Source: an optimization exercise on an open RTL-to-GDS flow (aim: small area). Production flows keep margins and buffers that such runs may drop.
Only simulation tests tie the RTL to the original design; equivalence was not proved.
In run 7 the design's own scripts or RTL, not TritonCTS, make the clock network.
The flow treats the clock pin as an ideal source. Dropping or thinning the clock tree relies on that and would not hold on a real chip.
Power and IR drop assume default switching activity.

**design/flow/config.mk**
```make
export PLATFORM = sky130hd
export DESIGN_NAME = counter_peripheral
export DESIGN_NICKNAME = counter_peripheral
export VERILOG_FILES = /design/flow/design.v
export SDC_FILE = /design/flow/constraint.sdc
export NUM_CORES = 4
export LEC_CHECK = 0
export CAP_MARGIN = 20
export CORE_MARGIN = 2
export CORE_UTILIZATION = 40
export CTS_BUF_LIST = sky130_fd_sc_hd__clkbuf_2 sky130_fd_sc_hd__clkbuf_4
export SLEW_MARGIN = 20
```
**design/flow/constraint.sdc**
```tcl
create_clock -name core_clock -period 4.0 [get_ports {clk}]
set_input_delay 0.8000 -clock core_clock [delete_from_list [all_inputs] [get_ports {clk}]]
set_output_delay 0.8000 -clock core_clock [all_outputs]
set_load 0.01 [all_outputs]
```
**design/flow/design.v**
```verilog
module counter_peripheral (
    input  logic        clk,
    input  logic        rst_n,
    input  logic        awvalid,
    output logic        awready,
    input  logic [31:0] awaddr,
    input  logic        wvalid,
    output logic        wready,
    input  logic [31:0] wdata,
    input  logic [3:0]  wstrb,
    output logic        bvalid,
    input  logic        bready,
    output logic [1:0]  bresp,
    input  logic        arvalid,
    output logic        arready,
    input  logic [31:0] araddr,
    output logic        rvalid,
    input  logic        rready,
    output logic [31:0] rdata,
    output logic [1:0]  rresp
);
    logic [31:1] ctrl_hi;      
    logic        ctrl0;        
    logic        ctrl_v;       
    logic [31:0] init_val;
    logic        init_v;       
    logic [31:0] count;
    logic        count_v;      
    logic        ctrl_prev;    
    logic        wait_st;
    logic        wa_ctrl, wa_init;    
    logic        rerr;
    wire aw_hi0 = (awaddr[31:4] == 28'd0) && (awaddr[1:0] == 2'd0);
    wire aw_c   = aw_hi0 && (awaddr[3:2] == 2'b00);
    wire aw_i   = aw_hi0 && (awaddr[3:2] == 2'b10);
    wire ar_hi0 = (araddr[31:4] == 28'd0) && (araddr[1:0] == 2'd0);
    wire ar_c   = ar_hi0 && (araddr[3:2] == 2'b00);
    wire ar_n   = ar_hi0 && (araddr[3:2] == 2'b01);
    wire ar_i   = ar_hi0 && (araddr[3:2] == 2'b10);
    wire idle    = !bvalid && !wait_st;
    wire aw_hs   = idle && awvalid && awready;
    wire w_hs    = idle && wvalid && wready;
    wire wr_aw   = wait_st && !awready && awvalid;    
    wire wr_w    = wait_st && !wready && wvalid;      
    wire wr_now  = (aw_hs && w_hs) || wr_aw;          
    wire we_ctrl = (wr_now && aw_c) || (wr_w && wa_ctrl);
    wire we_init = (wr_now && aw_i) || (wr_w && wa_init);
    wire aw_take = aw_hs || wr_aw;
    assign bresp = 2'b00;
    assign rresp = {rerr, 1'b0};
    always_ff @(posedge clk or negedge rst_n) begin
        if (!rst_n) begin
            awready <= 1'b0;
            wready  <= 1'b0;
            bvalid  <= 1'b0;
            wait_st <= 1'b0;
            wa_ctrl <= 1'b1;
            wa_init <= 1'b0;
        end else begin
            if (aw_take) begin
                wa_ctrl <= aw_c;
                wa_init <= aw_i;
            end
            if (bvalid) begin
                if (bready) bvalid <= 1'b0;
            end else if (!wait_st) begin
                if (aw_hs) begin
                    awready <= 1'b0;
                    if (w_hs) begin
                        wready <= 1'b0;
                        bvalid <= 1'b1;
                    end else begin
                        wready  <= 1'b1;
                        wait_st <= 1'b1;
                    end
                end else if (w_hs) begin
                    awready <= 1'b1;
                    wready  <= 1'b0;
                    wait_st <= 1'b1;
                end else begin
                    awready <= 1'b1;
                    wready  <= 1'b1;
                end
            end else if (wr_w) begin
                wready  <= 1'b0;
                bvalid  <= 1'b1;
                wait_st <= 1'b0;
            end else if (wr_aw) begin
                awready <= 1'b0;
                bvalid  <= 1'b1;
                wait_st <= 1'b0;
            end
        end
    end
    always_ff @(posedge clk or negedge rst_n) begin
        if (!rst_n) begin
            ctrl0     <= 1'b0;
            ctrl_v    <= 1'b0;
            init_v    <= 1'b0;
            count_v   <= 1'b0;
            ctrl_prev <= 1'b0;
        end else begin
            ctrl_prev <= ctrl0;
            if (we_ctrl) begin
                ctrl0  <= wdata[0];
                ctrl_v <= 1'b1;
            end
            if (we_init) init_v <= 1'b1;
            if (ctrl0 && !ctrl_prev) count_v <= 1'b1;
        end
    end
    always_ff @(posedge clk) begin
        if (we_ctrl) ctrl_hi <= wdata[31:1];
        if (we_init) init_val <= wdata;
        if (ctrl0) begin
            if (!ctrl_prev) count <= init_v ? init_val : 32'd0;
            else            count <= count + 32'd1;
        end
    end
    always_ff @(posedge clk or negedge rst_n) begin
        if (!rst_n) begin
            arready <= 1'b0;
            rvalid  <= 1'b0;
        end else if (rvalid) begin
            if (rready) rvalid <= 1'b0;
        end else begin
            arready <= 1'b1;
            if (arvalid && arready) begin
                arready <= 1'b0;
                rvalid  <= 1'b1;
            end
        end
    end
    always_ff @(posedge clk) begin
        if (!rvalid) begin
            rerr  <= !(ar_c || ar_n || ar_i);
            rdata <= ({32{ar_c}} & {ctrl_v ? ctrl_hi : 31'd0, ctrl0})
                   | ({32{ar_n && count_v}} & count)
                   | ({32{ar_i && init_v}} & init_val);
        end
    end
endmodule
```
**design/flow/flow/run.sh**
```bash
#!/bin/bash
# Standard layout, but ports are buffered with the smallest buffer (buf_1).
set -euo pipefail
export BUFFER_PORTS_ARGS="-buffer_cell sky130_fd_sc_hd__buf_1"
bash standard.sh > standard_flow.log 2>&1
```
**design/flow/standard.sh**
```bash
#!/bin/bash
# synth_recipe.tcl (not shown) runs the flow's synth.tcl, then flattens the netlist and writes it again
# the make line also repeats each setting of config.mk as NAME=value (left out here)
make -C /OpenROAD-flow-scripts/flow DESIGN_CONFIG=/design/flow/config.mk WORK_HOME=/design/flow/orfs CLKGATE_MAP_FILE= SYNTH_SCRIPT=/design/flow/synth_recipe.tcl "${@:-finish}"
```
==> qor.yml, run 1 <==
outcome:
  status: "finished clean"
timing:
  slew_violations: 0
  setup_slack_ps: 1590
  setup_violations: 0
  rsz0062_at_grt: "false"
  timing.final.crit_share_pct: 60.3
  min_period_ps: 2410
  finalHoldViolCount: 0
  fmaxAchievable_mhz: 415
  final.setup_skew_ps: 16.1
  slew_headroom_pct: 45.4
  finalSetupTns_ps: 0
  tightest_slew_ps: 818
detailed_routing:
  drt_pass1_iterations: 8
  viasPerCell: 5.39
  ant_nets: 0
  wirelength_um: 14100
  drc: 0
  wl_per_cell_um: 17.6
  drtIter0Drc: 411
  vias: 4309
placement:
  place_ws_ps: 1070
  gp_congestion: 0.819
  dp_hpwl_um: 9250
  portBuffers: 140
  placed_area_sq_um: 6840
clock_tree:
  cts_tree: "built"
  clockBufferDepth: 2
  ctsHoldBuffers: 0
  cts-root-buf: "clkbuf_4"
  htreeDepth: 4
  cts_resized: 0
  clk_latency_ps: 530
  clkSlewWorstSetupHoldPaths_ps: 120
  cts_sinks: 141
  postCtsSetupBuffers: 0
  numCtsBuffers: 17
die:
  rows: 45
  ios: 148
  die_y_um: 127
  die-area_sq_um: 16200
  coreArea_sq_um: 15000
  fp.dieW_um: 127
  initial_core_util_pct: 40.5
final_layout:
  nets: 708
  syn_to_final_growth_pct: 17.8
  drive_gt1_share_pct: 8.33
  fillers: 1364
  fin_util_pct: 47.7
  multi_input_area_sq_um: 1810
  n_antenna_cell: 0
  final_cell_area_sq_um: 7170
  regArea_sq_um: 4170
worst_setup_path:
  crit_required_ps: 4240
  cp-end-kind: "flop"
  regToRegSetupSlack_ps: 1590
  path_max_fanout: 21
  worst_ep_arrival_time_ps: 2650
  startpoint_type: "flop"
  worstSetupPathType: "flop to flop"
power_and_ir_drop:
  p_leak_nw: 2.36
  power_density_nw_per_um2: 443
  ir_drop_uv: 255
  fin_total_pwr_mw: 3.18
grt:
  grt_max_degree: 34
  track_usage_pct: 18.2
  grt-ovfl-total: 0
  grt_antenna_before_repair: 1
  grt_first_pass_wirelength_um: 22600
  grt_pass1_vias: 4394
synth:
  synth_top_cell_by_area: "edfxtp_1"
  synthesis.area_per_instance_sq_um: 13.4
  synth_top_area_share_pct: 63.1
  syn-cell-area_sq_um: 6090
  synth_top_flop_cell: "edfxtp_1"
  ys_ff_latch: 141
  yosys-top-cells-area: "edfxtp_1 63%, a222oi_1 5.1%, dfrtp_1 4.9%"
  synth_edf_count: 128
  ys_seq_area_share_pct: 68.5
  ys_types: 40
  synthArstFlopShare_pct: 9.22
  yosysWarningCount: 1
  synthCells: 453
min_path:
  hold_class: "primary input to asynchronous set/reset pin"
run:
  maxCapViolCount: 0
-- layout by cell type, fill, tap and decap left out, drive strengths merged, types with 11 or more instances in the layout --
cell type	instances
xnor2	13
nand3	16
nand2	49
dfrtp	12
xor2	17
nor2	43
clkbuf	18
buf	149
o21ai	31
edfxtp	128
nand4	12
a222oi	31
and3	11
nor4	16
-- report_power, final --
part	internal, mW	switching (mW)
clock	0.555	0.506
sequential	1.74	0.0492
combinational	0.110	0.219
-- worst paths after layout --
path                         start         end  cells past startpoint
max                        wait_st  ctrl_hi[4]                      7
min                          rst_n      rvalid                      1
max reg2reg                wait_st  ctrl_hi[4]                      7
min reg2reg                 ctrl_v      ctrl_v                      1
max in group asynchronous    rst_n     arready                      1
min in group core_clock     rready      rvalid                      2
-- registers in the layout, indices dropped and copies added (netlist names), 31 cells and up --
register  cells
count        32
init_val     32
rdata        32
ctrl_hi      31
-- worst max-delay path, cell delays in order (launching register included) --
cell	delay, ps
dfrtp_1	450
nor2_1	290
and3_1	240
ha_1	180
a21o_1	140
a31oi_2	140
inv_1	430
buf_12	260
-- final cells by class --
class / count / area share, %
inverter: 4 / 0.209
clock inverter: 14 / 2.77
clock buffer: 18 / 1.88
multi-input combinational: 286 / 25.2
timing repair buffer: 149 / 8.45
sequential: 141 / 58.2
tap: 188 / 3.28
-- synthesized netlist by cell type, drive strengths merged, types with 2 or more instances --
| library cell | instances |
|---|---|
| and4 | 8 |
| ha | 2 |
| nand4 | 12 |
| xor2 | 17 |
| mux2 | 2 |
| nand2 | 49 |
| edfxtp | 128 |
| a222oi | 31 |
| dfrtp | 12 |
| and3 | 11 |
| inv | 4 |
| a21oi | 5 |
| o21ai | 31 |
| nor2b | 3 |
| a21o | 4 |
| nor2 | 43 |
| xnor2 | 13 |
| clkbuf | 15 |
| buf | 9 |
| nor4 | 16 |
| nor3 | 5 |
| mux2i | 2 |
| nand2b | 3 |
| nand3 | 16 |
| a22o | 4 |
-- kinds of logic (layout without fill, tap and decap cells) --
group	after synthesis	in the layout	synth area share, %
adder cells (fa/ha/maj)	2	2	0.411
AO/OA/AOI/OAI	76	76	9.33
buffers and inverters	28	185	2.08
other	1	3	0.0616
AND/OR/NAND/NOR	171	171	14.5
multiplexers	4	4	0.760
XOR/XNOR	30	30	4.32
flip-flops	141	141	68.5
-- stage by stage --
step / instances / hold slack (ps)
4_1_cts: 800 / 239
3_3_place_gp: 768 / 442
5_1_grt: 800 / 290
6_report: 800 / 277
3_5_place_dp: 768 / 453
2_1_floorplan: 455 / 425
-- layer usage --
layer,wire length (um),vias to the layer above,GRT usage [%]
li1,-,2051,-
met1,6230,2099,23.8
met2,6810,140,29.5
met3,794,17,4.48
met4,208,2,6.72
met5,11,-,0
==> inputs of run 2 (changes only) <==
==> design/flow/flow/run.sh (replaced) <==
#!/bin/bash
# Standard layout with the smallest port buffers (buf_1) and a clock tree without dummy loads.
set -euo pipefail
export BUFFER_PORTS_ARGS="-buffer_cell sky130_fd_sc_hd__buf_1"
export CTS_ARGS='-sink_clustering_enable -repair_clock_nets -dont_use_dummy_load -buf_list "sky130_fd_sc_hd__clkbuf_4 sky130_fd_sc_hd__clkbuf_8"'
bash standard.sh > standard_flow.log 2>&1
--- a/design/flow/config.mk
+++ b/design/flow/config.mk
@@ -10,3 +10,2 @@
 export CORE_UTILIZATION = 40
-export CTS_BUF_LIST = sky130_fd_sc_hd__clkbuf_2 sky130_fd_sc_hd__clkbuf_4
 export SLEW_MARGIN = 20
==> run 2 against run 1 <==
  * Sequential power about the same
  * Utilization down 0.67 points
  * Sequential share of layout area up 0.82 points
  * Via count down 0.39%
  * Still clean on timing, DRC and antenna
  * Design area down 1.4%
  * Combinational power about the same
  * Critical path depth unchanged
  * Critical path type is now primary input to flop
  * Largest power group unchanged
  * Area after synthesis unchanged
==> qor.yml, run 2 <==
final_layout:
  finalNonFillerCells: 785
  n_antenna_cell: 0
  largestRegisters: "count x32, init_val x32, rdata x32"
  syn_to_final_growth_pct: 16.2
  nets: 708
  drive_gt1_share_pct: 6.53
  final_cell_mix: "140 x buf_1, 128 x edfxtp_1, 49 x nand2_1"
  final_common_cell: "buf_1"
  fillers: 1372
synth:
  synth_top_cell_by_area: "edfxtp_1"
  synthArstFlopShare_pct: 9.22
  synth-compound-area-share_pct: 9.33
  ys_seq_area_share_pct: 68.5
  syn-cell-area_sq_um: 6090
  synth_commonest_cells: "128 x edfxtp_1, 49 x nand2_1, 43 x nor2_1, 31 x a222oi_1, 28 x o21ai_0"
  synthAdderAreaFrac_pct: 0.411
  synth_edf_count: 128
  yosysWarningCount: 1
  muxShareOfSynthArea_pct: 0.761
  ys_ff_latch: 141
  synthXorXnorAreaFrac_pct: 4.32
  synth_top_flop_cell: "edfxtp_1"
  synth-simple-area-share_pct: 14.5
  ys_types: 40
  synthesis.area_per_instance_sq_um: 13.4
  synthCells: 453
  yosysMostFrequentCell: "edfxtp_1"
  synth_top_family_by_area: "simple AND/OR/NAND/NOR gates"
  yosys-top-cells-area: "edfxtp_1 63%, a222oi_1 5.1%, dfrtp_1 4.9%"
  synth_top_area_share_pct: 63.1
power_and_ir_drop:
  switchingPower_mw: 0.721
  power_frac_seq_pct: 60.8
  ir_drop_uv: 290
  clkPwrFrac_pct: 28.1
  p_int_mw: 2.23
  comb_power_share_pct: 11.2
  swShare_pct: 24.5
  power_density_nw_per_um2: 417
  p_leak_nw: 2.31
detailed_routing:
  wirelength_um: 13900
  drc: 0
  drt_pass1_iterations: 9
  vias: 4292
  viasPerCell: 5.47
  wl_per_cell_um: 17.7
  drtIter0Drc: 490
  ant_nets: 0
timing:
  slew_violations: 0
  finalSetupTns_ps: 0
  rsz0062_at_grt: "false"
  final.setup_skew_ps: 18.8
  timing.final.crit_share_pct: 61.6
  slew_headroom_pct: 44.9
  finalHoldViolCount: 0
  tightest_slew_ps: 825
  min_period_ps: 2460
  setup_violations: 0
  fmaxAchievable_mhz: 406
worst_setup_path:
  crit_path_start: "awaddr[13]"
  startpoint_type: "primary input"
  cp-end-kind: "flop"
  worst_ep_arrival_time_ps: 2600
  rr_startpoint: "wait_st"
  path_max_fanout: 21
  worstSetupPathType: "primary input to flop"
  crit_required_ps: 4130
placement:
  gp_congestion: 0.819
  portBuffers: 140
  dp_hpwl_um: 9250
  dp.cells: 768
die:
  coreArea_sq_um: 15000
  fp.dieW_um: 127
  die-area_sq_um: 16200
  initial_core_util_pct: 40.5
  rows: 45
  die_y_um: 127
  ios: 148
grt:
  track_usage_pct: 18.1
  grt-ovfl-total: 0
  grt_max_degree: 34
  grt_first_pass_wirelength_um: 22500
  grt_pass1_vias: 4356
  grt_antenna_before_repair: 1
clock_tree:
  postCtsSetupBuffers: 0
  cts-root-buf: "clkbuf_8"
  ctsHoldBuffers: 0
  cts_tree: "built"
  clk_latency_ps: 450
  clkSlewWorstSetupHoldPaths_ps: 70
  htreeDepth: 4
  numCtsBuffers: 17
  clockBufferDepth: 2
  cts_resized: 0
  cts_sinks: 141
min_path:
  hold_class: "primary input to asynchronous set/reset pin"
outcome:
  status: "finished clean"
run:
  maxCapViolCount: 0
-- run 2: layout make-up --
cell class                 count  area (sq um)  area share, %
multi-input combinational    286          1810           25.6
tap                          188           235           3.33
inverter                       4          15.0          0.212
sequential                   141          4170           59.0
clock buffer                  17           234           3.31
timing repair buffer         149           606           8.56
-- run 2: kinds of logic (layout without fill, tap and decap cells) --
kind of cell / count (synthesis) / in the layout
AOI/OAI and AO/OA: 76 / 76
and+or+nand+nor: 171 / 171
adders and majority gates: 2 / 2
other: 1 / 3
buffers and inverters: 28 / 170
xor gates and xnor gates: 30 / 30
DFF: 141 / 141
muxes: 4 / 4
-- run 2: final timing paths --
kind / slack (ps) / cells after the start / endpoint
worst max-delay path: 1540 / 7 / ctrl_hi[4]
worst min-delay path: 380 / 1 / init_v
worst max register to register: 1600 / 7 / ctrl_hi[4]
worst min register to register: 470 / 1 / ctrl_v
max in group asynchronous: 3160 / 1 / arready
min in group core_clock: 470 / 1 / ctrl_v
-- run 2: routing by layer --
layer / vias up / share of wire [%] / GRT usage, %
li1: 2036 / - / -
met1: 2073 / 44 / 23.7
met2: 160 / 48 / 29.3
met3: 21 / 6.5 / 4.86
met4: 2 / 1.9 / 6.21
met5: - / 0.079 / 0
-- run 2: through the flow --
step	hold WS, ps	cell area (sq um)	power, mW	utilization, %	setup WS (ps)
3_3_place_gp	442	6840	2.14	45.5	1150
4_1_cts	375	7070	2.99	47.0	1540
2_1_floorplan	425	6090	2.00	-	1250
5_1_grt	425	7070	3.08	47.0	1320
3_5_place_dp	453	6840	2.16	45.5	1070
6_report	384	7070	2.95	47.0	1540
-- run 2: power groups by stage --
stage	Sequential (mW)	Clock, mW	Combinational (mW)
after floorplan	1.88	0	0.114
after global routing	1.81	0.911	0.365
final	1.79	0.827	0.329
after detailed placement	1.82	0	0.337
after global placement	1.82	0	0.326
after CTS	1.79	0.857	0.338
-- run 2: worst max-delay path, stage by stage --
cell	delay (ps)
buf_1	70
nor4_1	300
nand2_1	140
nor4_4	400
a31oi_2	180
inv_1	430
buf_12	260
==> inputs of run 3 (changes only) <==
==> design/flow/run.sh (new file) <==
#!/bin/bash
# synth_recipe.tcl (not shown) runs the flow's synth.tcl, then flattens the netlist and writes it again
# the make line also repeats each setting of config.mk as NAME=value (left out here)
make -C /OpenROAD-flow-scripts/flow DESIGN_CONFIG=/design/flow/config.mk WORK_HOME=/design/flow/orfs CLKGATE_MAP_FILE= SYNTH_SCRIPT=/design/flow/synth_recipe.tcl finish
removed: design/flow/flow/run.sh
removed: design/flow/standard.sh
==> run 3 against run 2 <==
  * Critical path depth unchanged
  * Hold slack improved by 73 ps
  * Setup slack got worse by 160 ps
  * Critical path type unchanged
==> qor.yml, run 3 <==
die:
  rows: 45
  coreArea_sq_um: 15000
  fp.dieW_um: 127
  ios: 148
  die_y_um: 127
  die-area_sq_um: 16200
  initial_core_util_pct: 40.5
final_layout:
  final_cell_mix: "140 x clkdlybuf4s50_1, 128 x edfxtp_1, 49 x nand2_1"
  syn_to_final_growth_pct: 36.7
  nets: 711
  fillers: 1281
  largestRegisters: "count x32, init_val x32, rdata x32"
  drive_gt1_share_pct: 9.11
  final_common_cell: "clkdlybuf4s50_1"
  n_antenna_cell: 0
clock_tree:
  cts_resized: 0
  postCtsSetupBuffers: 0
  htreeDepth: 4
  clockBufferDepth: 2
  numCtsBuffers: 17
  cts_tree: "built"
  cts-root-buf: "clkbuf_16"
  clk_latency_ps: 430
  clkSlewWorstSetupHoldPaths_ps: 60
  ctsHoldBuffers: 0
  cts_sinks: 141
timing:
  min_period_ps: 2620
  slew_violations: 0
  final.setup_skew_ps: 7.60
  tightest_slew_ps: 1000
  finalSetupTns_ps: 0
  rsz0062_at_grt: "false"
  slew_headroom_pct: 33.0
  finalHoldViolCount: 0
  fmaxAchievable_mhz: 381
  setup_violations: 0
  timing.final.crit_share_pct: 65.6
synth:
  synth_top_cell_by_area: "edfxtp_1"
  yosysWarningCount: 1
  synthArstFlopShare_pct: 9.22
  synth_commonest_cells: "128 x edfxtp_1, 49 x nand2_1, 43 x nor2_1, 31 x a222oi_1, 28 x o21ai_0"
  yosysMostFrequentCell: "edfxtp_1"
  synth_top_family_by_area: "simple AND/OR/NAND/NOR gates"
  muxShareOfSynthArea_pct: 0.761
  synth_top_flop_cell: "edfxtp_1"
  ys_seq_area_share_pct: 68.5
  syn-cell-area_sq_um: 6090
  ys_types: 40
  synthesis.area_per_instance_sq_um: 13.4
  synth-compound-area-share_pct: 9.33
  synthCells: 453
  synth_top_area_share_pct: 63.1
  synth-simple-area-share_pct: 14.5
  synth_edf_count: 128
  synthXorXnorAreaFrac_pct: 4.32
  synthAdderAreaFrac_pct: 0.411
  yosys-top-cells-area: "edfxtp_1 63%, a222oi_1 5.1%, dfrtp_1 4.9%"
  ys_ff_latch: 141
grt:
  grt_max_degree: 35
  met2_usage_pct: 31.4
  use_met1_pct: 24.4
  grt-ovfl-total: 0
  track_usage_pct: 19.0
  grt_use_met3_pct: 4.52
  grt_antenna_before_repair: 0
  grt_first_pass_wirelength_um: 23400
  grt_pass1_vias: 4507
  top_usage_layer: "met2"
outcome:
  status: "finished clean"
placement:
  gp_congestion: 0.836
  dp_hpwl_um: 9740
  portBuffers: 140
detailed_routing:
  drtIter0Drc: 516
  vias: 4423
  drt_pass1_iterations: 9
  ant_nets: 0
  viasPerCell: 5.51
  wl_per_cell_um: 18.5
  wirelength_um: 14800
  drc: 0
worst_setup_path:
  crit_path_frequent_cell: "nand2_1"
  worst_ep_arrival_time_ps: 2690
  worstSetupPathType: "primary input to flop"
  crit_required_ps: 4060
  startpoint_type: "primary input"
  regToRegSetupSlack_ps: 1750
  path_cells: "clkdlybuf4s50_1, nor4_1, nand2_1, nor4_4, nand3_1, nand2_1, buf_4"
  cp_slowest_stage_delay_ps: 420
  worst-r2r-cell-count: 7
  cp-end-kind: "flop"
  cpMaxStageDelayCell: "buf_4"
  path_max_fanout: 32
power_and_ir_drop:
  p_leak_nw: 2.87
  ir_drop_uv: 450
  switchingPower_mw: 0.879
  power_density_nw_per_um2: 470
  power_frac_seq_pct: 45.9
  fin_total_pwr_mw: 3.91
  swShare_pct: 22.5
  comb_power_share_pct: 13.7
  p_int_mw: 3.03
  clkPwrFrac_pct: 40.5
min_path:
  hold_depth: 1
  hold_class: "flop to flop"
run:
  maxCapViolCount: 0
==> run 3: cell types whose count changed in the layout (fill, tap and decap cells not counted), sizes merged <==
cell           before  now
clkinvlp            0    2
clkinv              0    9
inv                 4    5
clkdlybuf4s50       0  140
buf               149   12
bufinv              0    3
==> run 3: path summary, 6_finish.rpt <==
check / to / startpoint
setup / recovery: init_val[18] / awaddr[13]
hold / removal: ctrl_v / ctrl_v
setup reg to reg: init_val[18] / wait_st
max in group asynchronous: ctrl_v / rst_n
hold reg to reg: ctrl_v / ctrl_v
min in group asynchronous: arready / rst_n
==> run 3: cells by family (layout without fill, tap and decap cells) <==
group | after synthesis | after routing
simple gates | 171 | 171
flops | 141 | 141
compound gates | 76 | 76
xor+xnor | 30 | 30
buf+inv | 28 | 188
mux | 4 | 4
fa+ha+maj | 2 | 2
other cells | 1 | 3
==> run 3: power by group through the flow <==
stage | logic (mW) | clock network (mW) | registers (mW)
detailed placement | 0.535 | 0 | 1.82
global route | 0.574 | 1.68 | 1.81
floorplan | 0.114 | 0 | 1.88
finish | 0.534 | 1.58 | 1.79
global placement | 0.530 | 0 | 1.82
CTS | 0.542 | 1.61 | 1.79
==> run 3: per-stage QoR <==
stage                     hold WS, ps  std cells  cell area (sq um)  utilization [%]  setup WS, ps
after floorplan                   425        455               6090                -          1250
after CTS                         461        803               8320             55.3          1390
final                             458        803               8320             55.3          1380
after detailed placement          442        771               7720             51.4           955
after global placement            447        771               7720             51.4           961
after global routing              478        803               8320             55.3          1240
==> run 3: critical path: cells and delay by family <==
kind / cells / cell delay (ps)
simple gates: 5 / 1040
buf+inv: 2 / 830
==> run 3: metal layers <==
metal	vias up	share of wire, %	routed length [um]
li1	2074	-	-
met1	2164	44	6450
met2	158	49	7290
met3	27	5.5	814
met4	0	1.8	269
met5	-	0	0
==> run 3: cell type report <==
cell class	instances	area, sq um	area share (%)
inverter	4	15.0	0.180
timing repair buffer	152	1490	17.9
clock inverter	15	173	2.08
clock buffer	17	425	5.11
sequential	141	4170	50.1
tap	188	235	2.83
multi-input combinational	286	1810	21.8
==> inputs of run 4 (changes only) <==
--- a/design/flow/design.v
+++ b/design/flow/design.v
@@ -94,2 +94,4 @@
     end
+    wire load = ctrl0 && !ctrl_prev;    
+    wire inc  = ctrl0 && ctrl_prev;     
     always_ff @(posedge clk or negedge rst_n) begin
@@ -108,12 +110,10 @@
             if (we_init) init_v <= 1'b1;
-            if (ctrl0 && !ctrl_prev) count_v <= 1'b1;
+            if (load) count_v <= 1'b1;
         end
     end
+    wire [31:0] cnt_inc = count + {31'd0, inc};    
     always_ff @(posedge clk) begin
-        if (we_ctrl) ctrl_hi <= wdata[31:1];
-        if (we_init) init_val <= wdata;
-        if (ctrl0) begin
-            if (!ctrl_prev) count <= init_v ? init_val : 32'd0;
-            else            count <= count + 32'd1;
-        end
+        ctrl_hi  <= ({31{we_ctrl}} & wdata[31:1]) | ({31{!we_ctrl}} & ctrl_hi);
+        init_val <= ({32{we_init}} & wdata) | ({32{!we_init}} & init_val);
+        count    <= ({32{load && init_v}} & init_val) | ({32{!load}} & cnt_inc);
     end
@@ -134,8 +134,7 @@
     always_ff @(posedge clk) begin
-        if (!rvalid) begin
-            rerr  <= !(ar_c || ar_n || ar_i);
-            rdata <= ({32{ar_c}} & {ctrl_v ? ctrl_hi : 31'd0, ctrl0})
-                   | ({32{ar_n && count_v}} & count)
-                   | ({32{ar_i && init_v}} & init_val);
-        end
+        rerr  <= (rvalid && rerr) || (!rvalid && !(ar_c || ar_n || ar_i));
+        rdata <= ({32{rvalid}} & rdata)
+               | ({32{!rvalid && ar_c}} & {ctrl_v ? ctrl_hi : 31'd0, ctrl0})
+               | ({32{!rvalid && ar_n && count_v}} & count)
+               | ({32{!rvalid && ar_i && init_v}} & init_val);
     end
==> design/flow/flow/run.sh (new file) <==
#!/bin/bash
# Standard layout with the smallest port buffers (buf_1) and a clock tree without dummy loads.
set -euo pipefail
export BUFFER_PORTS_ARGS="-buffer_cell sky130_fd_sc_hd__buf_1"
export CTS_ARGS='-sink_clustering_enable -repair_clock_nets -dont_use_dummy_load -buf_list "sky130_fd_sc_hd__clkbuf_2 sky130_fd_sc_hd__clkbuf_4" -sink_clustering_size 20'
bash standard.sh > standard_flow.log 2>&1
==> design/flow/standard.sh (new file) <==
#!/bin/bash
# synth_recipe.tcl (not shown) runs the flow's synth.tcl, then flattens the netlist and writes it again
# the make line also repeats each setting of config.mk as NAME=value (left out here)
make -C /OpenROAD-flow-scripts/flow DESIGN_CONFIG=/design/flow/config.mk WORK_HOME=/design/flow/orfs CLKGATE_MAP_FILE= SYNTH_SCRIPT=/design/flow/synth_recipe.tcl "${@:-finish}"
removed: design/flow/run.sh
==> run 4 against run 3 <==
  * Still clean on timing, DRC and antenna
  * Synthesized cell count rose by 11%
  * Clock-buffer cell count did not move
  * Area after synthesis fell by 4.9%
  * Combinational power fell by 61%
  * Via count rose by 0.54%
  * Flip-flop and latch count did not move
  * Clock power fell by 62%
  * Global-route usage fell by 0.55 points
  * Clock skew rose by 36 ps
  * Cell count rose by 2.1%
  * Die area fell by 4.8%
  * Total power fell by 39%
  * Critical path type is now flop to flop
  * Largest cell class unchanged
==> qor.yml, run 4 <==
power_and_ir_drop:
  switchingPower_mw: 0.587
  power_density_nw_per_um2: 363
  ir_drop_uv: 138
  swShare_pct: 24.5
  clkPwrFrac_pct: 25.2
  power_frac_seq_pct: 66.2
  p_leak_nw: 2.17
  p_int_mw: 1.81
  comb_power_share_pct: 8.6
grt:
  track_usage_pct: 18.5
  grt-ovfl-total: 0
  grt_max_degree: 47
  grt_first_pass_wirelength_um: 22800
  grt_pass1_vias: 4504
  grt_antenna_before_repair: 1
detailed_routing:
  wl_per_cell_um: 16.9
  viasPerCell: 5.42
  drtIter0Drc: 247
  drc: 0
  drt_pass1_iterations: 5
  vias: 4447
  ant_nets: 0
  wirelength_um: 13800
synth:
  ys_ff_latch: 141
  yosysWarningCount: 1
  syn-cell-area_sq_um: 5790
  synth_top_area_share_pct: 33.2
  synth_top_flop_cell: "edfxtp_1"
  synthArstFlopShare_pct: 9.22
  synthCells: 503
  synth_top_cell_by_area: "edfxtp_1"
  yosys-top-cells-area: "edfxtp_1 33%, dfxtp_1 22%, a221o_1 5.4%"
  synthesis.area_per_instance_sq_um: 11.5
  synth_edf_count: 64
  ys_types: 46
  synth_commonest_cells: "64 x dfxtp_1, 64 x edfxtp_1, 61 x a21oi_1, 45 x nor2_1"
  ys_seq_area_share_pct: 61.0
final_layout:
  regArea_sq_um: 3530
  drive_gt1_share_pct: 6.42
  finalNonFillerCells: 820
  final_cell_mix: "140 x buf_1, 64 x edfxtp_1, 64 x dfxtp_1"
  nets: 751
  fillers: 1313
  final_common_cell: "buf_1"
  syn_to_final_growth_pct: 14.1
  multi_input_area_sq_um: 2090
worst_setup_path:
  worstSetupPathDepth: 8
  worst_ep_arrival_time_ps: 2840
  cpMaxStageDelayCell: "nor2_1"
  path_max_fanout: 10
  crit_required_ps: 4410
  crit_path_frequent_cell: "ha_1"
  crit_family: "simple AND/OR/NAND/NOR gates"
  cp_slowest_stage_delay_ps: 510
  path_cells: "and2_1, ha_1, ha_1, nand4_1, nor2_1, nand3_1, xor2_1, a21oi_1"
  startpoint_type: "flop"
  crit_buf_inv: 0
  rr_startpoint: "ctrl0"
  r2r_end: "count[14]"
  cp-end-kind: "flop"
  worst-r2r-cell-count: 8
  worstSetupPathType: "flop to flop"
  regToRegSetupSlack_ps: 1570
run:
  maxCapViolCount: 0
clock_tree:
  postCtsSetupBuffers: 0
  cts_resized: 0
  cts-root-buf: "clkbuf_4"
  numCtsBuffers: 17
  cts_tree: "built"
  clkSlewWorstSetupHoldPaths_ps: 100
  clk_latency_ps: 550
  ctsHoldBuffers: 0
  clockBufferDepth: 2
  htreeDepth: 4
  cts_sinks: 141
placement:
  portBuffers: 140
  dp_hpwl_um: 9000
  gp_congestion: 0.798
  dp.cells: 802
timing:
  tightest_slew_ps: 741
  slew_violations: 0
  finalSetupTns_ps: 0
  fmaxAchievable_mhz: 411
  slew_headroom_pct: 50.6
  timing.final.crit_share_pct: 60.8
  final.setup_skew_ps: 43.6
  min_period_ps: 2430
  rsz0062_at_grt: "false"
  finalHoldViolCount: 0
  setup_violations: 0
min_path:
  hold_class: "primary input to asynchronous set/reset pin"
die:
  die_y_um: 124
  coreArea_sq_um: 14000
  die-area_sq_um: 15400
  ios: 148
  fp.dieW_um: 124
  initial_core_util_pct: 41.4
  rows: 43
outcome:
  status: "finished clean"
-- run 4: cell count changes after synthesis, moves of 22 or more --
cell      delta
a221o_1     +31
dfxtp_1     +64
o21ai_0     -22
edfxtp_1    -64
a22oi_1     +31
a21oi_1     +56
a222oi_1    -31
-- run 4: worst max path at each step --
stage,slack [ps],to,start
after floorplan,1140,flop,awaddr[14]
after global placement,1160,rdata[27],araddr[0]
after detailed placement,1140,rdata[28],araddr[0]
after CTS,1550,count[31],ctrl0
after global routing,1280,count[14],ctrl0
final,1570,count[14],ctrl0
-- run 4: power groups by stage --
stage                     Clock (mW)  Combinational [mW]  Sequential, mW
final                          0.603               0.207            1.58
after global routing           0.692               0.233            1.59
after CTS                      0.631               0.209            1.59
after detailed placement           0               0.208            1.62
after global placement             0               0.200            1.62
after floorplan                    0               0.124            1.60
-- run 4: layer usage --
| layer | vias up | global-route usage (%) | part of all wire [%] |
|---|---|---|---|
| li1 | 2166 | - | - |
| met1 | 2124 | 23.2 | 44 |
| met2 | 140 | 30.8 | 49 |
| met3 | 17 | 4.90 | 5.9 |
| met4 | 0 | 6.68 | 1.6 |
| met5 | - | 0 | 0 |
-- run 4: logic make-up after synthesis --
group	after synthesis	synth area share [%]
xor gates and xnor gates	30	4.54
and+or+nand+nor	147	13.5
other	1	0.0648
adders and majority gates	3	0.649
DFF	141	61.0
AOI/OAI and AO/OA	136	16.2
buffers and inverters	41	3.33
muxes	4	0.757
-- run 4: layout make-up --
type | count | area share, %
antenna | 1 | 0.0379
timing repair buffer | 150 | 9.10
tap | 180 | 3.41
inverter | 8 | 0.455
clock buffer | 17 | 1.93
multi-input combinational | 323 | 31.6
sequential | 141 | 53.5
-- run 4: worst reg2reg max path, cell delays in order, from the launching register on --
cell	delay, ps
dfrtp_1	420
and2_1	150
ha_1	150
ha_1	210
nand4_1	490
nor2_1	520
nand3_1	150
xor2_1	150
a21oi_1	80
-- run 4: stage by stage --
step	util (%)	setup slack [ps]	area, sq um	hold slack, ps	power [mW]
after global placement	46.3	1160	6470	441	1.82
after global routing	47.2	1280	6600	294	2.52
after CTS	47.2	1550	6600	275	2.43
final	47.2	1570	6600	292	2.39
after floorplan	-	1140	5790	403	1.72
after detailed placement	46.3	1140	6470	448	1.83
==> inputs of run 5 (changes only) <==
==> design/flow/flow/run.sh (replaced) <==
#!/bin/bash
# The standard layout with three changes that only affect area:
#  - after the standard synthesis, its combinational cells are re-mapped by ABC
#    with an area-oriented script (registers are left exactly as synthesized);
#  - ports are buffered with the smallest buffer, buf_1;
#  - the clock tree uses small clock buffers and no dummy loads.
set -euo pipefail
HERE=$(pwd)
RES=$HERE/orfs/results/$FLOW_PLATFORM/counter_peripheral/base
export BUFFER_PORTS_ARGS="-buffer_cell sky130_fd_sc_hd__buf_1"
export CTS_ARGS='-sink_clustering_enable -repair_clock_nets -dont_use_dummy_load -buf_list "sky130_fd_sc_hd__clkbuf_4"'

bash standard.sh synth > standard_synth.log 2>&1

# Re-map the logic of the standard netlist.
cp $RES/1_2_yosys.v $HERE/standard_netlist.v
printf 'set_driving_cell sky130_fd_sc_hd__buf_1\nset_load 5\n' > $HERE/abc.constr
YOSYS=$FLOW_HOME/../tools/install/yosys/bin/yosys
[[ -x $YOSYS ]] || YOSYS=yosys
LIB=$FLOW_HOME/platforms/$FLOW_PLATFORM/lib/sky130_fd_sc_hd__tt_025C_1v80.lib \
NETLIST_IN=$HERE/standard_netlist.v NETLIST_OUT=$HERE/remapped_netlist.v \
ABC_SCRIPT=$HERE/flow/area.abc ABC_CONSTR=$HERE/abc.constr \
  $YOSYS -c $HERE/flow/remap.ys > remap_yosys.log 2>&1
cp $HERE/remapped_netlist.v $RES/1_2_yosys.v
rm -f $RES/1_synth.odb $RES/1_synth.sdc

bash standard.sh > standard_flow.log 2>&1
==> design/flow/flow/area.abc (new file) <==
strash
ifraig
scorr
dc2
strash
&get -n
&dch -f
&nf -R 1000
&put
stime -c
==> design/flow/flow/remap.ys (new file) <==
# Re-map the combinational cells of the standard synthesis netlist for area.
# Flip-flops (and tie cells) are kept as black boxes, so the registers keep
# their instance names, cell types and output nets.
yosys read_liberty -ignore_miss_func $::env(LIB)
yosys read_verilog $::env(NETLIST_IN)
yosys hierarchy -top $::env(FLOW_TOP)
yosys blackbox sky130_fd_sc_hd__df* sky130_fd_sc_hd__edf* sky130_fd_sc_hd__sdf* sky130_fd_sc_hd__conb_1
yosys flatten
yosys rename -hide w:*.*
yosys opt_clean
yosys stat -liberty $::env(LIB)
yosys abc -script $::env(ABC_SCRIPT) -liberty $::env(LIB) -dont_use sky130_fd_sc_hd__lpflow_bleeder_1 -dont_use sky130_fd_sc_hd__lpflow_clkbufkapwr_1 -dont_use sky130_fd_sc_hd__lpflow_clkbufkapwr_16 -dont_use sky130_fd_sc_hd__lpflow_clkbufkapwr_2 -dont_use sky130_fd_sc_hd__lpflow_clkbufkapwr_4 -dont_use sky130_fd_sc_hd__lpflow_clkbufkapwr_8 -dont_use sky130_fd_sc_hd__lpflow_clkinvkapwr_1 -dont_use sky130_fd_sc_hd__lpflow_clkinvkapwr_16 -dont_use sky130_fd_sc_hd__lpflow_clkinvkapwr_2 -dont_use sky130_fd_sc_hd__lpflow_clkinvkapwr_4 -dont_use sky130_fd_sc_hd__lpflow_clkinvkapwr_8 -dont_use sky130_fd_sc_hd__lpflow_decapkapwr_12 -dont_use sky130_fd_sc_hd__lpflow_decapkapwr_3 -dont_use sky130_fd_sc_hd__lpflow_decapkapwr_4 -dont_use sky130_fd_sc_hd__lpflow_decapkapwr_6 -dont_use sky130_fd_sc_hd__lpflow_decapkapwr_8 -dont_use sky130_fd_sc_hd__lpflow_inputiso0n_1 -dont_use sky130_fd_sc_hd__lpflow_inputiso0p_1 -dont_use sky130_fd_sc_hd__lpflow_inputiso1n_1 -dont_use sky130_fd_sc_hd__lpflow_inputiso1p_1 -dont_use sky130_fd_sc_hd__lpflow_inputisolatch_1 -dont_use sky130_fd_sc_hd__lpflow_isobufsrc_1 -dont_use sky130_fd_sc_hd__lpflow_isobufsrc_16 -dont_use sky130_fd_sc_hd__lpflow_isobufsrc_2 -dont_use sky130_fd_sc_hd__lpflow_isobufsrc_4 -dont_use sky130_fd_sc_hd__lpflow_isobufsrc_8 -dont_use sky130_fd_sc_hd__lpflow_isobufsrckapwr_16 -dont_use sky130_fd_sc_hd__lpflow_lsbuf_lh_hl_isowell_tap_1 -dont_use sky130_fd_sc_hd__lpflow_lsbuf_lh_hl_isowell_tap_2 -dont_use sky130_fd_sc_hd__lpflow_lsbuf_lh_hl_isowell_tap_4 -dont_use sky130_fd_sc_hd__lpflow_lsbuf_lh_isowell_4 -dont_use sky130_fd_sc_hd__lpflow_lsbuf_lh_isowell_tap_1 -dont_use sky130_fd_sc_hd__lpflow_lsbuf_lh_isowell_tap_2 -dont_use sky130_fd_sc_hd__lpflow_lsbuf_lh_isowell_tap_4 -dont_use sky130_fd_sc_hd__probe_p_8 -dont_use sky130_fd_sc_hd__probec_p_8  -constr $::env(ABC_CONSTR) -D 4000
yosys opt_clean -purge
yosys stat -liberty $::env(LIB)
yosys write_verilog -noattr -nohex -nodec $::env(NETLIST_OUT)
--- a/design/flow/config.mk
+++ b/design/flow/config.mk
@@ -9,3 +9,3 @@
 export CORE_MARGIN = 2
-export CORE_UTILIZATION = 40
+export CORE_UTILIZATION = 60
 export SLEW_MARGIN = 20
==> run 5 against run 4 <==
  * Still clean
  * Hold slack better by 9.4 ps
  * Fmax decreased by 32%
  * Register-to-register slack lost 1100 ps
  * Utilization is 25 points higher
  * Total power decreased by 0.89%
  * Combinational power shrank 9%
  * Synthesized cell count down 14%
  * Setup slack worse by 1100 ps
  * Area after synthesis fell by 8.7%
  * Die area shrank 38%
  * Critical endpoint is now count[29]
  * Largest cell class unchanged
  * Highest routed layer unchanged
==> qor.yml, run 5 <==
clock_tree:
  clk_latency_ps: 510
  cts_sinks: 141
  cts_resized: 0
  cts-root-buf: "clkbuf_4"
  postCtsSetupBuffers: 0
  numCtsBuffers: 17
  htreeDepth: 4
  ctsHoldBuffers: 0
  clkSlewWorstSetupHoldPaths_ps: 100
  cts_tree: "built"
  clockBufferDepth: 2
min_path:
  hold_class: "primary input to asynchronous set/reset pin"
worst_setup_path:
  cp_slowest_stage_delay_ps: 470
  worstSetupPathType: "flop to flop"
  path_max_fanout: 8
  cpMaxStageDelayCell: "dfrtp_1"
  cp-end-kind: "flop"
  crit_path_start: "ctrl0"
  startpoint_type: "flop"
  worst_ep_arrival_time_ps: 3950
  rr_startpoint: "ctrl0"
  crit_path_frequent_cell: "nand3_1"
  path_cells: "nand4_1, nor2_1, nand3_1, nor2_1, and3_1, and2_0, nand3_1, nor4_4, and2_1, and3_1, nand3_1, o21ai_1, o21ai_0"
  crit_required_ps: 4380
  crit_buf_inv: 0
  crit_family: "simple AND/OR/NAND/NOR gates"
detailed_routing:
  vias: 4248
  drc: 0
  wirelength_um: 12400
  drt_pass1_iterations: 6
  ant_nets: 0
  viasPerCell: 5.97
  drtIter0Drc: 205
  wl_per_cell_um: 17.5
grt:
  met2_usage_pct: 45.7
  grt_first_pass_wirelength_um: 19700
  top_usage_layer: "met2"
  grt_use_met3_pct: 8.23
  grt_max_degree: 34
  use_met1_pct: 31.9
  track_usage_pct: 26.3
  grt-ovfl-total: 0
  grt_pass1_vias: 4218
  grt_antenna_before_repair: 0
die:
  coreArea_sq_um: 8640
  ios: 148
  rows: 34
  die-area_sq_um: 9570
  initial_core_util_pct: 61.2
  die_y_um: 97.8
  fp.dieW_um: 97.8
timing:
  setup_violations: 0
  slew_headroom_pct: 42.5
  finalHoldViolCount: 0
  timing.final.crit_share_pct: 89.1
  slew_violations: 0
  rsz0062_at_grt: "false"
  min_period_ps: 3560
  final.setup_skew_ps: 43.7
  finalSetupTns_ps: 0
  tightest_slew_ps: 862
  fmaxAchievable_mhz: 281
synth:
  syn-cell-area_sq_um: 5280
  synthCells: 433
  synthesis.area_per_instance_sq_um: 12.2
  yosysWarningCount: 1
final_layout:
  drive_gt1_share_pct: 5.64
  final_cell_area_sq_um: 6210
  final_common_cell: "buf_1"
  nets: 712
  final_cell_mix: "140 x buf_1, 64 x edfxtp_1, 64 x dfxtp_1"
  n_antenna_cell: 0
  multi_input_area_sq_um: 1770
  regArea_sq_um: 3530
  fillers: 667
  syn_to_final_growth_pct: 17.5
placement:
  gp_congestion: 0.854
  dp_hpwl_um: 8140
  portBuffers: 140
  placed_area_sq_um: 6060
power_and_ir_drop:
  ir_drop_uv: 307
  p_leak_nw: 2.02
  power_density_nw_per_um2: 382
  fin_total_pwr_mw: 2.37
run:
  maxCapViolCount: 0
outcome:
  status: "finished clean"
[run 5: cell count changes in the layout (fill, tap and decap cells not counted), sizes merged, moves of 9 or more]
cell / before / now
a21oi: 61 / 12
a221o: 31 / 15
a22oi: 31 / 49
nand2: 30 / 39
nor2: 45 / 33
o21ai: 6 / 41
xnor2: 24 / 9
[run 5: final cells by class]
class | count | area share [%]
clock buffers | 17 | 2.06
well taps | 108 | 2.18
inverters | 7 | 0.423
flip-flops and latches | 141 | 56.9
repair buffers | 151 | 10.0
multi-input cells | 287 | 28.5
[run 5: final timing paths]
check                           slack [ps]         to  depth (start not counted)
worst max-delay path                   440  count[29]                         13
max in group asynchronous             3260    count_v                          1
worst min-delay path                   300  ctrl_prev                          1
min in group core_clock                450     bvalid                          2
worst min register to register         460  count[10]                          2
worst max register to register         440  count[29]                         13
[run 5: metrics by stage]
| stage | cells | utilization (%) | setup slack [ps] | hold slack [ps] |
|---|---|---|---|---|
| floorplan | 435 | - | 41.9 | 434 |
| global placement | 694 | 70.2 | 414 | 451 |
| detailed placement | 694 | 70.2 | 258 | 452 |
| CTS | 711 | 71.7 | 197 | 292 |
| global route | 711 | 71.9 | 38.7 | 293 |
| finish | 711 | 71.9 | 438 | 301 |
[run 5: routing by layer]
metal	up-vias	share of wire, %
met2	185	52
met4	0	0.39
met1	2025	40
met3	9	7.8
met5	-	0
li1	2029	-
[run 5: power breakdown]
| group | switching, mW | internal (mW) |
|---|---|---|
| Clock | 0.403 | 0.195 |
| Sequential | 0.0541 | 1.53 |
| Combinational | 0.115 | 0.0742 |
| Total | 0.572 | 1.80 |
==> inputs of run 6 (changes only) <==
--- a/design/flow/flow/run.sh
+++ b/design/flow/flow/run.sh
@@ -10,3 +10,3 @@
 export BUFFER_PORTS_ARGS="-buffer_cell sky130_fd_sc_hd__buf_1"
-export CTS_ARGS='-sink_clustering_enable -repair_clock_nets -dont_use_dummy_load -buf_list "sky130_fd_sc_hd__clkbuf_4"'
+export CTS_ARGS='-sink_clustering_enable -repair_clock_nets -dont_use_dummy_load -buf_list "sky130_fd_sc_hd__clkbuf_4 sky130_fd_sc_hd__clkbuf_8"'
 
--- a/design/flow/config.mk
+++ b/design/flow/config.mk
@@ -9,3 +9,3 @@
 export CORE_MARGIN = 2
-export CORE_UTILIZATION = 60
+export CORE_UTILIZATION = 40
 export SLEW_MARGIN = 20
==> run 6 against run 5 <==
  * Flip-flop and latch count is the same
  * Utilization shrank 22 points
  * Fmax grew 0.10%
  * Setup slack gained 3.7 ps
  * Via count shrank 1.5%
  * Register-to-register slack is essentially flat
  * Global-route usage shrank 7.1 points
  * Sequential share of layout area shrank 1.7 points
  * Synthesized cell count is the same
  * Die area grew 48%
  * Critical path depth grew 1
  * Critical path type unchanged
  * Critical endpoint unchanged
  * Largest cell class unchanged
  * Highest routed layer unchanged
==> qor.yml, run 6 <==
outcome:
  status: "finished clean"
grt:
  grt_first_pass_wirelength_um: 21000
  grt-ovfl-total: 0
  grt_antenna_before_repair: 0
  grt_max_degree: 34
  track_usage_pct: 19.2
  grt_pass1_vias: 4261
clock_tree:
  clockBufferDepth: 2
  cts_tree: "built"
  postCtsSetupBuffers: 0
  htreeDepth: 4
  cts_sinks: 141
  numCtsBuffers: 17
  clkSlewWorstSetupHoldPaths_ps: 70
  clk_latency_ps: 430
  cts-root-buf: "clkbuf_8"
die:
  die-area_sq_um: 14100
  ios: 148
  die_y_um: 119
  coreArea_sq_um: 12800
  rows: 41
  fp.dieW_um: 119
  initial_core_util_pct: 41.4
placement:
  dp_hpwl_um: 8730
  gp_congestion: 0.777
  portBuffers: 140
worst_setup_path:
  worstSetupPathType: "flop to flop"
  worst_ep_arrival_time_ps: 3860
  path_cells: "nand4_1, nor2_2, nand3_1, nor2_1, and3_1, and2_0, nand3_1, nor4_1, buf_4, and2_0, and3_1, nand3_1, o21ai_1, o21ai_0"
  startpoint_type: "flop"
  cpMaxStageDelayCell: "dfrtp_1"
  crit_family: "simple AND/OR/NAND/NOR gates"
  cp-end-kind: "flop"
  crit_buf_inv: 1
  crit_required_ps: 4310
  cp_slowest_stage_delay_ps: 480
  path_max_fanout: 8
  crit_path_frequent_cell: "nand3_1"
timing:
  fmaxAchievable_mhz: 281
  finalSetupTns_ps: 0
  min_period_ps: 3560
  slew_violations: 0
  tightest_slew_ps: 746
  timing.final.crit_share_pct: 89.0
  finalHoldViolCount: 0
  setup_violations: 0
  slew_headroom_pct: 50.3
  final.setup_skew_ps: 17.4
  rsz0062_at_grt: "false"
synth:
  yosysWarningCount: 1
  synthesis.area_per_instance_sq_um: 12.2
  synthCells: 433
  syn-cell-area_sq_um: 5280
detailed_routing:
  ant_nets: 0
  drt_pass1_iterations: 5
  drtIter0Drc: 282
  wirelength_um: 13200
  wl_per_cell_um: 16.9
  drc: 0
  viasPerCell: 5.39
  vias: 4186
power_and_ir_drop:
  power_density_nw_per_um2: 405
  p_leak_nw: 2.06
  fin_total_pwr_mw: 2.59
  ir_drop_uv: 266
final_layout:
  regArea_sq_um: 3530
  syn_to_final_growth_pct: 21.0
  n_antenna_cell: 0
  multi_input_area_sq_um: 1750
  fin_util_pct: 50.1
  fillers: 1174
  nets: 714
  final_common_cell: "buf_1"
  drive_gt1_share_pct: 5.95
  final_cell_mix: "140 x buf_1, 64 x edfxtp_1, 64 x dfxtp_1"
min_path:
  hold_class: "primary input to asynchronous set/reset pin"
run:
  maxCapViolCount: 0
-- run 6: metal layers --
| metal | routed length (um) | vias to the layer above | global-route usage (%) | share of wire [%] |
|---|---|---|---|---|
| met5 | 0 | - | 0 | 0 |
| met4 | 57 | 0 | 6.77 | 0.43 |
| met3 | 1090 | 4 | 5.89 | 8.3 |
| met2 | 6470 | 153 | 31.5 | 49 |
| met1 | 5540 | 2000 | 24.1 | 42 |
| li1 | - | 2029 | - | - |
-- run 6: power by group --
part / leakage (nW) / internal, mW / switching (mW) / total (mW)
Clock: 0.122 / 0.374 / 0.437 / 0.811
Sequential: 1.25 / 1.53 / 0.0259 / 1.56
Combinational: 0.687 / 0.0790 / 0.140 / 0.219
-- run 6: worst register-to-register path, cell delays in order (launching register included) --
cell	delay, ps
dfrtp_1	480
nand4_1	230
nor2_2	250
nand3_1	170
nor2_1	220
and3_1	230
and2_0	260
nand3_1	190
nor4_1	340
buf_4	180
and2_0	230
and3_1	210
nand3_1	150
o21ai_1	210
o21ai_0	100
-- run 6: path summary, 6_finish.rpt --
kind | from | endpoint | slack [ps] | cells past startpoint
setup / recovery | ctrl0 | count[29] | 440 | 14
setup reg to reg | ctrl0 | count[29] | 440 | 14
min in group core_clock | flop | count[18] | 470 | 2
max in group asynchronous | rst_n | init_v | 3170 | 1
hold / removal | rst_n | rvalid | 390 | 1
hold reg to reg | flop | count[18] | 470 | 2
-- run 6: layout make-up --
cell class                 count  area share (%)
multi-input combinational    287            27.4
timing repair buffer         153            9.94
clock buffer                  17            3.66
inverter                       7           0.411
tap                          172            3.37
sequential                   141            55.2
-- run 6: through the flow --
stage / instances / hold slack [ps] / area, sq um / setup slack, ps
floorplan: 435 / 434 / 5290 / 41.9
global placement: 760 / 448 / 6160 / 403
CTS: 777 / 391 / 6390 / 256
global route: 777 / 431 / 6390 / 18.5
detailed placement: 760 / 460 / 6160 / 315
finish: 777 / 387 / 6390 / 441
-- run 6: timing repair --
item	in CTS	in global routing
endpoints found under the setup margin	0	2
hold buffers	0	0
resized for setup	0	2
==> inputs of run 7 (changes only) <==
--- a/design/flow/design.v
+++ b/design/flow/design.v
@@ -113,3 +113,8 @@
     end
-    wire [31:0] cnt_inc = count + {31'd0, inc};    
+    logic [31:0] ones;                              
+    assign ones[0] = 1'b1;
+    for (genvar i = 1; i < 32; i++) begin : g_ones
+        assign ones[i] = ones[i-1] & count[i-1];
+    end
+    wire [31:0] cnt_inc = count ^ ({32{inc}} & ones);    
     always_ff @(posedge clk) begin
--- a/design/flow/flow/run.sh
+++ b/design/flow/flow/run.sh
@@ -1,3 +1,3 @@
 #!/bin/bash
-# The standard layout with three changes that only affect area:
+# The standard layout with changes that only affect area:
 #  - after the standard synthesis, its combinational cells are re-mapped by ABC
@@ -5,3 +5,4 @@
 #  - ports are buffered with the smallest buffer, buf_1;
-#  - the clock tree uses small clock buffers and no dummy loads.
+#  - the clock tree is a small balanced two-level tree (flow/manual_cts.tcl):
+#    clock port -> one root buffer -> a few leaf buffers -> the flip-flops.
 set -euo pipefail
@@ -10,3 +11,8 @@
 export BUFFER_PORTS_ARGS="-buffer_cell sky130_fd_sc_hd__buf_1"
-export CTS_ARGS='-sink_clustering_enable -repair_clock_nets -dont_use_dummy_load -buf_list "sky130_fd_sc_hd__clkbuf_4 sky130_fd_sc_hd__clkbuf_8"'
+export PRE_CTS_TCL=$HERE/flow/pre_cts.tcl
+export MCTS_DIR=$HERE/flow
+export MCTS_CLOCK_PORT=clk
+export MCTS_LEAF=sky130_fd_sc_hd__buf_12
+export MCTS_ROOT=sky130_fd_sc_hd__buf_8
+export MCTS_MAX_SINKS=24
 
==> design/flow/flow/manual_cts.tcl (new file) <==
# A small balanced clock tree: the clock port drives one root buffer, which
# drives a few leaf buffers; each leaf buffer drives one cluster of the
# clock sinks (clusters of nearly equal size, found by k-means on the sink
# locations). Every sink is two buffers from the port.
proc manual_cts_build { leaf_master root_master max_sinks } {
  set db [ord::get_db]
  set block [ord::get_db_block]
  set clk_net [$block findNet $::env(MCTS_CLOCK_PORT)]
  set sinks {}
  foreach it [$clk_net getITerms] {
    set inst [$it getInst]
    lappend sinks [list $it {*}[$inst getLocation]]
  }
  set n [llength $sinks]
  set k [expr {int(ceil(double($n) / $max_sinks))}]
  if { $k < 1 } { set k 1 }
  # k-means with capacity: seed centres along the x-sorted list
  set sorted [lsort -real -index 1 $sinks]
  set centres {}
  for {set c 0} {$c < $k} {incr c} {
    set lo [expr {$c * $n / $k}]
    set hi [expr {($c + 1) * $n / $k - 1}]
    set tx 0.0; set ty 0.0
    for {set i $lo} {$i <= $hi} {incr i} {
      set s [lindex $sorted $i]
      set tx [expr {$tx + [lindex $s 1]}]; set ty [expr {$ty + [lindex $s 2]}]
    }
    set m [expr {$hi - $lo + 1}]
    lappend centres [list [expr {$tx / $m}] [expr {$ty / $m}]]
  }
  set cap [expr {int(ceil(double($n) / $k))}]
  for {set iter 0} {$iter < 30} {incr iter} {
    # all (sink, centre) distances, assign greedily by distance with capacity
    set pairs {}
    set i 0
    foreach s $sinks {
      set c 0
      foreach ctr $centres {
        set d [expr {abs([lindex $s 1] - [lindex $ctr 0]) + abs([lindex $s 2] - [lindex $ctr 1])}]
        lappend pairs [list $d $i $c]
        incr c
      }
      incr i
    }
    set pairs [lsort -real -index 0 $pairs]
    array unset assign
    array unset count
    for {set c 0} {$c < $k} {incr c} { set count($c) 0 }
    foreach p $pairs {
      lassign $p d i c
      if { [info exists assign($i)] } { continue }
      if { $count($c) >= $cap } { continue }
      set assign($i) $c
      incr count($c)
    }
    set new {}
    array unset sx
    array unset sy
    for {set c 0} {$c < $k} {incr c} { set sx($c) 0.0; set sy($c) 0.0 }
    for {set i 0} {$i < $n} {incr i} {
      set c $assign($i)
      set s [lindex $sinks $i]
      set sx($c) [expr {$sx($c) + [lindex $s 1]}]; set sy($c) [expr {$sy($c) + [lindex $s 2]}]
    }
    for {set c 0} {$c < $k} {incr c} {
      lappend new [list [expr {$sx($c) / max(1, $count($c))}] [expr {$sy($c) / max(1, $count($c))}]]
    }
    set centres $new
  }
  set lm [$db findMaster $leaf_master]
  set rm [$db findMaster $root_master]
  # root buffer at the centre of the leaf buffers
  set rx 0.0; set ry 0.0
  foreach ctr $centres { set rx [expr {$rx + [lindex $ctr 0]}]; set ry [expr {$ry + [lindex $ctr 1]}] }
  set rx [expr {int($rx / $k)}]; set ry [expr {int($ry / $k)}]
  set root [odb::dbInst_create $block $rm clkbuf_root]
  $root setLocation $rx $ry
  $root setPlacementStatus PLACED
  set root_net [odb::dbNet_create $block clknet_root]
  $root_net setSigType CLOCK
  [$root findITerm X] connect $root_net
  set leaves {}
  for {set c 0} {$c < $k} {incr c} {
    set leaf [odb::dbInst_create $block $lm clkbuf_leaf_$c]
    $leaf setLocation [expr {int([lindex $centres $c 0])}] [expr {int([lindex $centres $c 1])}]
    $leaf setPlacementStatus PLACED
    set net [odb::dbNet_create $block clknet_leaf_$c]
    $net setSigType CLOCK
    [$leaf findITerm X] connect $net
    [$leaf findITerm A] connect $root_net
    lappend leaves $net
  }
  for {set i 0} {$i < $n} {incr i} {
    set it [lindex $sinks $i 0]
    $it disconnect
    $it connect [lindex $leaves $assign($i)]
  }
  [$root findITerm A] connect $clk_net
  $clk_net setSigType CLOCK
  puts "manual CTS: $n sinks, $k leaf buffers ($leaf_master), root $root_master, cluster sizes [lmap c [lsort -integer [array names count]] {set count($c)}]"
}
==> design/flow/flow/pre_cts.tcl (new file) <==
# Sourced by ORFS's CTS step before clock_tree_synthesis: replace TritonCTS
# by the small balanced tree of manual_cts.tcl. The rest of the CTS step
# (legalisation, timing repair) runs as usual.
source [file join $::env(MCTS_DIR) manual_cts.tcl]
rename clock_tree_synthesis __tritoncts_unused
proc clock_tree_synthesis { args } {
  manual_cts_build $::env(MCTS_LEAF) $::env(MCTS_ROOT) $::env(MCTS_MAX_SINKS)
  set_propagated_clock [all_clocks]
}
--- a/design/flow/config.mk
+++ b/design/flow/config.mk
@@ -9,3 +9,4 @@
 export CORE_MARGIN = 2
-export CORE_UTILIZATION = 40
+export CORE_UTILIZATION = 60
+export GPL_TIMING_DRIVEN = 0
 export SLEW_MARGIN = 20
==> run 7 against run 6 <==
  * Still clean on timing, DRC and antenna
  * Total power fell by 5.6%
  * Global-route usage rose by 7.0 points
  * Combinational power fell by 28%
  * Hold slack improved by 74 ps
  * Critical path type unchanged
  * Critical endpoint is now count[31]
==> qor.yml, run 7 <==
outcome:
  status: "finished clean"
die:
  die_y_um: 97.7
  rows: 34
  coreArea_sq_um: 8590
  die-area_sq_um: 9540
  ios: 148
  fp.dieW_um: 97.7
  initial_core_util_pct: 61.2
placement:
  dp_hpwl_um: 8480
  gp_congestion: 0.783
  placed_area_sq_um: 6100
  portBuffers: 140
clock_tree:
  clk_latency_ps: 340
  clkSlewWorstSetupHoldPaths_ps: 90
  postCtsSetupBuffers: 0
synth:
  synthCells: 435
  synthesis.area_per_instance_sq_um: 12.1
  yosysWarningCount: 1
  syn-cell-area_sq_um: 5260
power_and_ir_drop:
  p_leak_nw: 2.02
  power_density_nw_per_um2: 392
  ir_drop_uv: 527
  fin_total_pwr_mw: 2.45
final_layout:
  fillers: 646
  n_antenna_cell: 0
  nets: 704
  drive_gt1_share_pct: 5.21
  final_cell_area_sq_um: 6250
  final_common_cell: "buf_1"
  syn_to_final_growth_pct: 18.7
  final_cell_mix: "140 x buf_1, 64 x edfxtp_1, 64 x dfxtp_1"
timing:
  slew_headroom_pct: 33.4
  finalSetupTns_ps: 0
  min_period_ps: 3660
  tightest_slew_ps: 1000
  rsz0062_at_grt: "false"
  final.setup_skew_ps: 16.4
  finalHoldViolCount: 0
  slew_violations: 0
  fmaxAchievable_mhz: 273
  timing.final.crit_share_pct: 91.5
  setup_violations: 0
detailed_routing:
  ant_nets: 0
  vias: 4203
  wl_per_cell_um: 17.7
  viasPerCell: 5.98
  wirelength_um: 12400
  drt_pass1_iterations: 9
  drc: 0
  drtIter0Drc: 429
grt:
  grt_pass1_vias: 4223
  grt_antenna_before_repair: 0
  grt_first_pass_wirelength_um: 20700
  grt-ovfl-total: 0
  grt_max_degree: 38
  met2_usage_pct: 45.5
  grt_use_met3_pct: 2.01
  track_usage_pct: 26.2
  top_usage_layer: "met2"
  use_met1_pct: 36.9
worst_setup_path:
  cp-end-kind: "flop"
  worst_ep_arrival_time_ps: 3880
  path_max_fanout: 11
  worstSetupPathType: "flop to flop"
  startpoint_type: "flop"
  crit_required_ps: 4220
run:
  maxCapViolCount: 0
min_path:
  hold_class: "flop to flop"
==> run 7: repair_timing <==
item | in CTS | in global routing
gates resized for setup | 0 | 5
endpoints found under the setup margin | 0 | 5
hold buffers | 0 | 0
==> run 7: stage by stage <==
step           instances  setup slack, ps  hold slack [ps]  utilization [%]
2_1_floorplan        437              133              425                -
3_3_place_gp         685            -2800              437             69.0
3_5_place_dp         696             66.5              444             71.0
4_1_cts              703             40.4              470             72.6
5_1_grt              703             17.1              496             72.7
6_report             703              342              461             72.7
==> run 7: path summary, 6_finish.rpt <==
| check | startpoint | end | slack [ps] | cells after the start |
|---|---|---|---|---|
| max | ctrl0 | count[31] | 340 | 17 |
| min | rdata[15] | rdata[15] | 460 | 2 |
| max reg2reg | ctrl0 | count[31] | 340 | 17 |
| min reg2reg | rdata[15] | rdata[15] | 460 | 2 |
| max in group asynchronous | rst_n | ctrl_prev | 3010 | 1 |
| min in group asynchronous | rst_n | wready | 480 | 1 |
==> run 7: final cells by class <==
| class | instances | area [sq um] | area share [%] |
|---|---|---|---|
| well taps | 108 | 135 | 2.16 |
| multi-input cells | 291 | 1760 | 28.2 |
| inverters | 5 | 18.8 | 0.300 |
| flip-flops and latches | 141 | 3530 | 56.5 |
| plain buffers | 7 | 135 | 2.16 |
| repair buffers | 151 | 666 | 10.7 |
==> run 7: power breakdown <==
group	leakage [nW]	total, mW	switching (mW)	internal (mW)
clock network	0.0638	0.679	0.415	0.263
logic	0.707	0.158	0.0871	0.0708
registers	1.25	1.61	0.0765	1.53
==> run 7: layer usage <==
layer	up-vias	share of wire, %
met5	-	0
met4	0	1.4
met3	14	5.9
met2	156	50
met1	2014	43
li1	2019	-
==> run 7: worst max-delay path, stage by stage (launching register included) <==
cell and delay, ps:
dfrtp_2 490, nand4_1 110, nor2_1 110, and4_1 270, nand4_1 120, nor2_1 220
nand2_1 170, nor2_2 190, and3_1 250, nand2_1 150, nor2_4 180, and3_1 230
and2_0 270, nand3_1 150, clkinv_1 110, nand4_1 170, a32oi_1 220, o21ai_0 120

## separate check: timing with driven ports
The flow's constraints put no driver on any port. The routed layouts listed below were extracted and timed again, unchanged, in two steps. Step 1: set_driving_cell puts a clkbuf_16 on clk and a buf_2 on each other input, an assumption about the parent block. Step 2, shift: input delay + t, output delay - t, t = (earliest + latest rising clock arrival at the registers) / 2. This alone moves slack from input paths to output paths. a / b / c = ideal / step 1 / step 2; a / b = the first two.
run | t, ns | setup slack, ns | worst setup path at the end | worst slew at a driven data input, ns
run 1 | 0.562 | 1.588 / 1.588 / 1.099 | input to register | 0.06
run 2 | 0.469 | 1.535 / 1.545 / 1.076 | input to register | 0.07
run 3 | 0.462 | 1.375 / 1.382 / 0.920 | input to register | 0.05
run 4 | 0.556 | 1.567 / 1.567 / 1.123 | input to register | 0.06
run 5 | 0.519 | 0.438 / 0.438 / 0.438 | register to register | 0.05
run 6 | 0.460 | 0.441 / 0.441 / 0.441 | register to register | 0.05
run 7 | 0.366 | 0.342 / 0.342 / 0.342 | register to register | 0.05
After both steps setup and hold are still met in every run listed. The setup slack of run 1, which loses most, moves by 0.000 ns with the drivers and by -0.489 ns with both steps.
